This is an optimization exercise on Yosys and OpenROAD, whose aim is small area, not a production implementation.
Function was checked by simulation only, so behaviour that the tests miss may differ from the original.
Power is estimated from default activity; no workload was simulated.

// simon
module simon(
    input clk,
    input reset,
    input [4:0] buttons,
    output reg[3:0] led,
    output reg[5:0] state_led,
    output reg [6:0] out,
    output reg [3:0] anod
    );
Size: about 150 flip-flops, roughly 28 I/O pins, ~5100 µm² of cells after synthesis.
==> flow/config.mk <==
export PLATFORM = sky130hd
export DESIGN_NAME = simon
export DESIGN_NICKNAME = simon
export VERILOG_FILES = /design/flow/design.v
export SDC_FILE = /design/flow/constraint.sdc
export NUM_CORES = 4
export LEC_CHECK = 0
export ABC_AREA = 1
export CAP_MARGIN = 20
export CORE_MARGIN = 2
export CORE_UTILIZATION = 40
export PLACE_DENSITY = 0.6
export SLEW_MARGIN = 20
==> flow/constraint.sdc <==
create_clock -name core_clock -period 12.0 [get_ports {clk}]
set_input_delay 2.4000 -clock core_clock [delete_from_list [all_inputs] [get_ports {clk}]]
set_output_delay 2.4000 -clock core_clock [all_outputs]
set_load 0.01 [all_outputs]
standard.sh (not shown) runs the stock make flow with config.mk's settings and CLKGATE_MAP_FILE= SYNTH_SCRIPT=/design/flow/synth_recipe.tcl, a recipe that flattens the netlist after the stock synthesis.
==> flow/flow/run.sh <==
#!/bin/bash
# The standard layout (standard.sh) with these changes:
#  - synthesis: synth_recipe.tcl unchanged except for the ABC script used to map the
#    combinational logic (flow/area.abc, area-oriented); registers are mapped as before;
#  - ports are buffered with the smallest buffer (buf_1);
#  - clock tree: clkbuf_8 buffers, no dummy loads.
# make's output goes to standard.log; each ORFS step logs under orfs/logs/.
set -euo pipefail
W=$(pwd)
sed "s#SYNTH_SCRIPT=[^ ]*#SYNTH_SCRIPT=$W/flow/synth_wrap.tcl#" standard.sh > my_standard.sh
export MY_ABC_SCRIPT=$W/flow/area.abc
export FLOW_SYNTH_TCL=$W/synth_recipe.tcl
export BUFFER_PORTS_ARGS="-buffer_cell sky130_fd_sc_hd__buf_1"
export CTS_ARGS="-sink_clustering_enable -repair_clock_nets -dont_use_dummy_load -buf_list sky130_fd_sc_hd__clkbuf_8 -sink_clustering_size 30 -sink_clustering_max_diameter 100"
bash my_standard.sh > standard.log 2>&1
==> flow/flow/area.abc <==
strash
&get -n
&deepsyn -T 30
&put
dch -f
amap
==> flow/flow/synth_wrap.tcl <==
# synth_recipe.tcl (the standard flow's synthesis) with the ABC script for the combinational logic
# replaced by MY_ABC_SCRIPT; everything else, registers included, is unchanged.
# Re-run of the standard flow's synthesis with another ABC script for the combinational logic.
proc abc {args} {
  set new {}
  set skip 0
  foreach a $args {
    if {$skip} { set skip 0; lappend new $::env(MY_ABC_SCRIPT); continue }
    if {$a eq "-script"} { set skip 1 }
    lappend new $a
  }
  yosys abc {*}$new
}
source $::env(FLOW_SYNTH_TCL)
The starting point finished with timing, DRC and antenna clean.
Then changed:
==> flow/flow/run.sh (replaced) <==
#!/bin/bash
# Standard ORFS layout (standard.sh), with two changes:
#  - ports are buffered with the smallest buffer (buf_1) instead of the default choice;
#  - clock tree: clkbuf_8 buffers, no dummy loads.
# make's output goes to standard.log; each ORFS step logs under orfs/logs/.
set -euo pipefail
export BUFFER_PORTS_ARGS="-buffer_cell sky130_fd_sc_hd__buf_1"
export CTS_ARGS="-sink_clustering_enable -repair_clock_nets -dont_use_dummy_load -buf_list sky130_fd_sc_hd__clkbuf_8 -sink_clustering_size 30 -sink_clustering_max_diameter 100"
bash standard.sh > standard.log 2>&1
removed: flow/flow/area.abc
removed: flow/flow/synth_wrap.tcl
The new run completed with no timing, DRC or antenna violations. Wire length climbs by roughly a tenth. Combinational power rises by roughly a tenth. Fmax climbs by roughly a tenth. Register-to-register slack improved by 1.6 ns. Clock skew stays flat. Synthesized area goes up by a little under a tenth. Design area rises by a few percent.

---

== the previous run ==
The RTL this note starts from:
==> flow/design.v <==
`timescale 1ns / 1ps
module debounce(
    input [4:0] pb,
    input clk,
    input reset,
    input en,
    output any_out
    );
    reg [4:0] q0;
    reg r1;
    reg r2;
    always @(posedge clk) begin
        if (reset) begin
            q0 <= 0;
            r1 <= 0;
            r2 <= 0;
        end
        else if (en) begin
            q0 <= pb;
            r1 <= |(pb & ~q0);
            r2 <= r1;
        end
    end
    assign any_out = r2;
endmodule
`timescale 1ns / 1ps
module simon(
    input clk,
    input reset,
    input [4:0] buttons,
    output reg[3:0] led,
    output reg[5:0] state_led,
    output reg [6:0] out,
    output reg [3:0] anod
    );
    localparam [3:0] S_IDLE0  = 4'd0,    
                     S_IDLE1  = 4'd1,    
                     S_IDLEGO = 4'd2,    
                     S_ROFF   = 4'd4,    
                     S_IN1    = 4'd5,    
                     S_INE    = 4'd6,    
                     S_INO    = 4'd7,    
                     S_CHK    = 4'd8,    
                     S_GO1    = 4'd9,    
                     S_GO     = 4'd10,   
                     S_LEDD   = 4'd11,   
                     S_LEDS   = 4'd12;   
    reg [3:0] S;
    reg [4:0] j;
    reg [4:0] hi;
    always @(posedge clk) begin
        if (reset) begin
            j <= 5'd15;
            hi <= 0;
        end
        else begin
            j <= j + 1'b1;
            if (j == 5'd14)
                hi <= hi + 1'b1;
        end
    end
    wire tick = (j == 5'd31);
    wire db_en = (j[1:0] == 2'd2);
    wire [1:0] rnd_src = {j[1] ^ j[0], ~j[0]};
    wire r_any;
    debounce db(buttons, clk, reset, db_en, r_any);
    reg r_any_q;
    reg buttons_any_q;
    reg isPressed;
    reg [1:0] rnd;
    always @(posedge clk) begin
        r_any_q <= r_any;
        buttons_any_q <= |buttons;
        isPressed <= (buttons == 5'b10000);
        if (reset)
            rnd <= 0;
        else if ((|buttons) & ~buttons_any_q)
            rnd <= rnd_src;
    end
    wire r_rise = r_any & ~r_any_q;
    wire is_start = (buttons == 5'b10000);
    wire dir_ok = (buttons == 5'b00001) | (buttons == 5'b00010) |
                  (buttons == 5'b00100) | (buttons == 5'b01000);
    wire [1:0] benc = {buttons[2] | buttons[3], buttons[1] | buttons[3]};
    reg [4:0] W;        
    reg f32;            
    reg [4:0] P;        
    reg [4:0] ui;       
    reg [1:0] color;    
    reg [1:0] cur;      
    reg pend;
    reg [1:0] wbuf;
    reg clr_p;
    reg mm;
    reg vf;
    reg [63:0] mr;
    reg [95:0] gr;
    wire inS = (S == S_IN1) | (S == S_INE) | (S == S_INO);
    wire goS = (S == S_GO1) | (S == S_GO);
    wire req = r_rise & inS;
    wire wreq = req & dir_ok;
    wire pass = (j[2:0] == ui[2:0]);
    wire exec = (pend | wreq) & pass;
    wire [1:0] wcol = pend ? wbuf : benc;
    wire upd = (req & ~dir_ok) | exec;
    wire goclr = r_rise & goS & is_start;
    wire clrwin = clr_p & (S == S_ROFF);
    wire [1:0] wpt = ui[4:3] - j[4:3];    
    wire eqW = (j == W);
    wire [1:0] mhead = mr[1:0];
    wire mwe = (S == S_ROFF) & eqW;
    wire [1:0] min = mwe ? color : mhead;
    wire [2:0] g_tail = (exec && wpt == 2'd0) ? {1'b1, wcol} : {gr[2] & ~clrwin, gr[1:0]};
    wire [2:0] g_8  = (exec && wpt == 2'd1) ? {1'b1, wcol} : gr[26:24];
    wire [2:0] g_16 = (exec && wpt == 2'd2) ? {1'b1, wcol} : gr[50:48];
    wire [2:0] g_24 = (exec && wpt == 2'd3) ? {1'b1, wcol} : gr[74:72];
    wire mis = g_tail[2] ? (~vf | (g_tail[1:0] != mhead)) : vf;
    wire fin = mm | mis;
    wire last = (P == W);
    wire [4:0] P1 = P + 1'b1;
    always @(posedge clk) begin
        mr <= {min, mr[63:2]};
        gr <= {g_tail, gr[95:75], g_24, gr[71:51], g_16, gr[47:27], g_8, gr[23:3]};
        mm <= (S == S_CHK) & fin;
        vf <= tick | (vf & ~eqW);
        if (j == P)
            cur <= mr[1:0];
        wbuf <= wcol;
    end
    always @(posedge clk) begin
        if (reset) begin
            pend <= 0;
            ui <= 0;
            clr_p <= 1;
        end
        else begin
            pend <= (pend | wreq) & ~pass;
            if (goclr)
                ui <= 0;
            else if (upd)
                ui <= (ui >= W) ? 5'd0 : ui + 1'b1;
            if (goclr)
                clr_p <= 1;
            else if (tick && S == S_ROFF)
                clr_p <= 0;
        end
    end
    always @(posedge clk) begin
        if (reset) begin
            S <= S_IDLE0;
            W <= 0;
            P <= 0;
            f32 <= 0;
        end
        else begin
            if (tick) begin
                case (S)
                    S_IDLE1, S_IDLEGO: begin
                        color <= rnd;
                        S <= S_ROFF;
                    end
                    S_ROFF: S <= S_IN1;
                    S_IN1, S_INE: S <= S_INO;
                    S_INO: begin
                        if (last) begin
                            P <= 0;
                            S <= S_CHK;
                        end
                        else begin
                            P <= P1;
                            S <= S_INE;
                        end
                    end
                    S_CHK: begin
                        if (fin) begin
                            W <= 0;
                            f32 <= 0;
                            S <= S_GO1;
                        end
                        else begin
                            W <= W + 1'b1;
                            f32 <= (W == 5'd31);
                            S <= (W == 5'd31) ? S_GO1 : S_LEDD;
                        end
                    end
                    S_GO1, S_GO: S <= isPressed ? S_IDLEGO : S_GO;
                    S_LEDD: begin
                        if (last) begin
                            color <= rnd;
                            P <= 0;
                            S <= S_ROFF;
                        end
                        else begin
                            color <= cur;
                            P <= P1;
                            S <= S_LEDS;
                        end
                    end
                    S_LEDS: begin
                        if (last || cur == color)
                            S <= S_LEDD;
                        else begin
                            color <= cur;
                            P <= P1;
                        end
                    end
                    default: ;
                endcase
            end
            if (S == S_IDLE0 && r_rise && is_start)
                S <= S_IDLE1;
        end
    end
    wire led_on = (S == S_ROFF) | (S == S_LEDS);
    always @(*) begin
        led = {led_on & (color == 2'd0), led_on & (color == 2'd1),
               led_on & (color == 2'd2), led_on & (color == 2'd3)};
        state_led = {1'b0,
                     (S == S_IDLEGO) | (S == S_GO),
                     (S == S_GO1) | (S == S_LEDD) | (S == S_LEDS),
                     (S == S_INE) | (S == S_INO) | (S == S_CHK),
                     (S == S_IN1),
                     (S == S_ROFF)};
    end
    wire [4:0] w_ones = W % 5'd10;
    wire [4:0] w_tens = W / 5'd10;
    reg [3:0] led_bcd;
    always @(*) begin
        case (hi[4:3])
            2'b00: begin anod = 4'b1110; led_bcd = f32 ? 4'd2 : w_ones[3:0]; end
            2'b01: begin anod = 4'b1101; led_bcd = f32 ? 4'd3 : {2'b00, w_tens[1:0]}; end
            2'b10: begin anod = 4'b1011; led_bcd = 4'd0; end
            default: begin anod = 4'b0111; led_bcd = 4'd0; end
        endcase
    end
    always @(*) begin
        case (led_bcd)
            4'd0: out = 7'b0000001;
            4'd1: out = 7'b1001111;
            4'd2: out = 7'b0010010;
            4'd3: out = 7'b0000110;
            4'd4: out = 7'b1001100;
            4'd5: out = 7'b0100100;
            4'd6: out = 7'b0100000;
            4'd7: out = 7'b0001111;
            4'd8: out = 7'b0000000;
            4'd9: out = 7'b0000100;
            default: out = 7'b0000001;
        endcase
    end
endmodule
make LEC_CHECK=0 CAP_MARGIN=20 CORE_MARGIN=2 CORE_UTILIZATION=40 CTS_BUF_LIST=sky130_fd_sc_hd__clkbuf_4 PLACE_DENSITY=0.6 SLEW_MARGIN=20 finish   # period 12.0 ns
run.sh (not shown) runs the stock make flow with config.mk's settings and CLKGATE_MAP_FILE= SYNTH_SCRIPT=/design/flow/synth_recipe.tcl, a recipe that flattens the netlist after the stock synthesis.
Stock flow here: none of the scripts above is used.
--- input diff the previous run..the current run ---
# the previous run
export LEC_CHECK = 0
export CAP_MARGIN = 20
export CORE_MARGIN = 2
export CORE_UTILIZATION = 40
export CTS_BUF_LIST = sky130_fd_sc_hd__clkbuf_4
export PLACE_DENSITY = 0.6
export SLEW_MARGIN = 20
create_clock -name core_clock -period 12.0 [get_ports {clk}]
# the current run
export LEC_CHECK = 0
export CAP_MARGIN = 20
export CORE_MARGIN = 2
export CORE_UTILIZATION = 40
export PLACE_DENSITY = 0.6
export SLEW_MARGIN = 20
create_clock -name core_clock -period 12.0 [get_ports {clk}]
### Flow results
- In the current run relative to the previous run, clock-buffer cell count had gone down by more than half.
- Synthesized area divided by synthesized cell count delta (the previous run -> the current run): insignificant
- Hold slack in the current run is 0.0045 ns above the previous run.
- Area growth from synthesis to layout up 2.8 points in the current run wrt the previous run
- Against the previous run, the current run comes in 1.3 points lower on share of the final layout cell area in sequential cells.
- Compared with the previous run, the current run shows worst-case register-to-register setup slack higher by 0.03 ns.
- Re average wire per standard cell: the previous run was lower than the current run.
- Comparing the current run and the previous run, the higher first-pass GRT wire length is on the previous run.

==> what the ideal ports hide <==
The flow's constraints put no driver on any port. The routed layouts listed below were extracted and timed again, unchanged, in two steps.
Step 1 sets driving cells, clkbuf_16 on the clock port and buf_2 on the other inputs (assumed; they add their load-dependent delay and slew).
Step 2 also shifts input and output timing later by t, the mid clock arrival at the registers, as if the neighbouring blocks saw the same clock.
Slacks: ideal / step 1 / step 2; pairs: ideal / step 1.
| run | t (ns) | setup WS [ns] | hold WS [ns] | worst data-port slew with drivers (ns) | pins driven straight from the clock port |
|---|---|---|---|---|---|
| the first run of note 1 | 0.456 | 5.762 / 5.727 / 6.182 | 0.301 / 0.301 / 0.301 | 0.03 | 1 |
| the second run of note 1 | 0.468 | 6.282 / 6.247 / 6.715 | 0.309 / 0.309 / 0.309 | 0.04 | 1 |
| the previous run | 0.659 | 4.887 / 4.850 / 5.509 | 0.308 / 0.308 / 0.308 | 0.03 | 1 |
| the current run | 0.542 | 5.035 / 4.993 / 5.535 | 0.313 / 0.313 / 0.313 | 0.03 | 1 |
After both steps setup and hold are still met in every run listed.
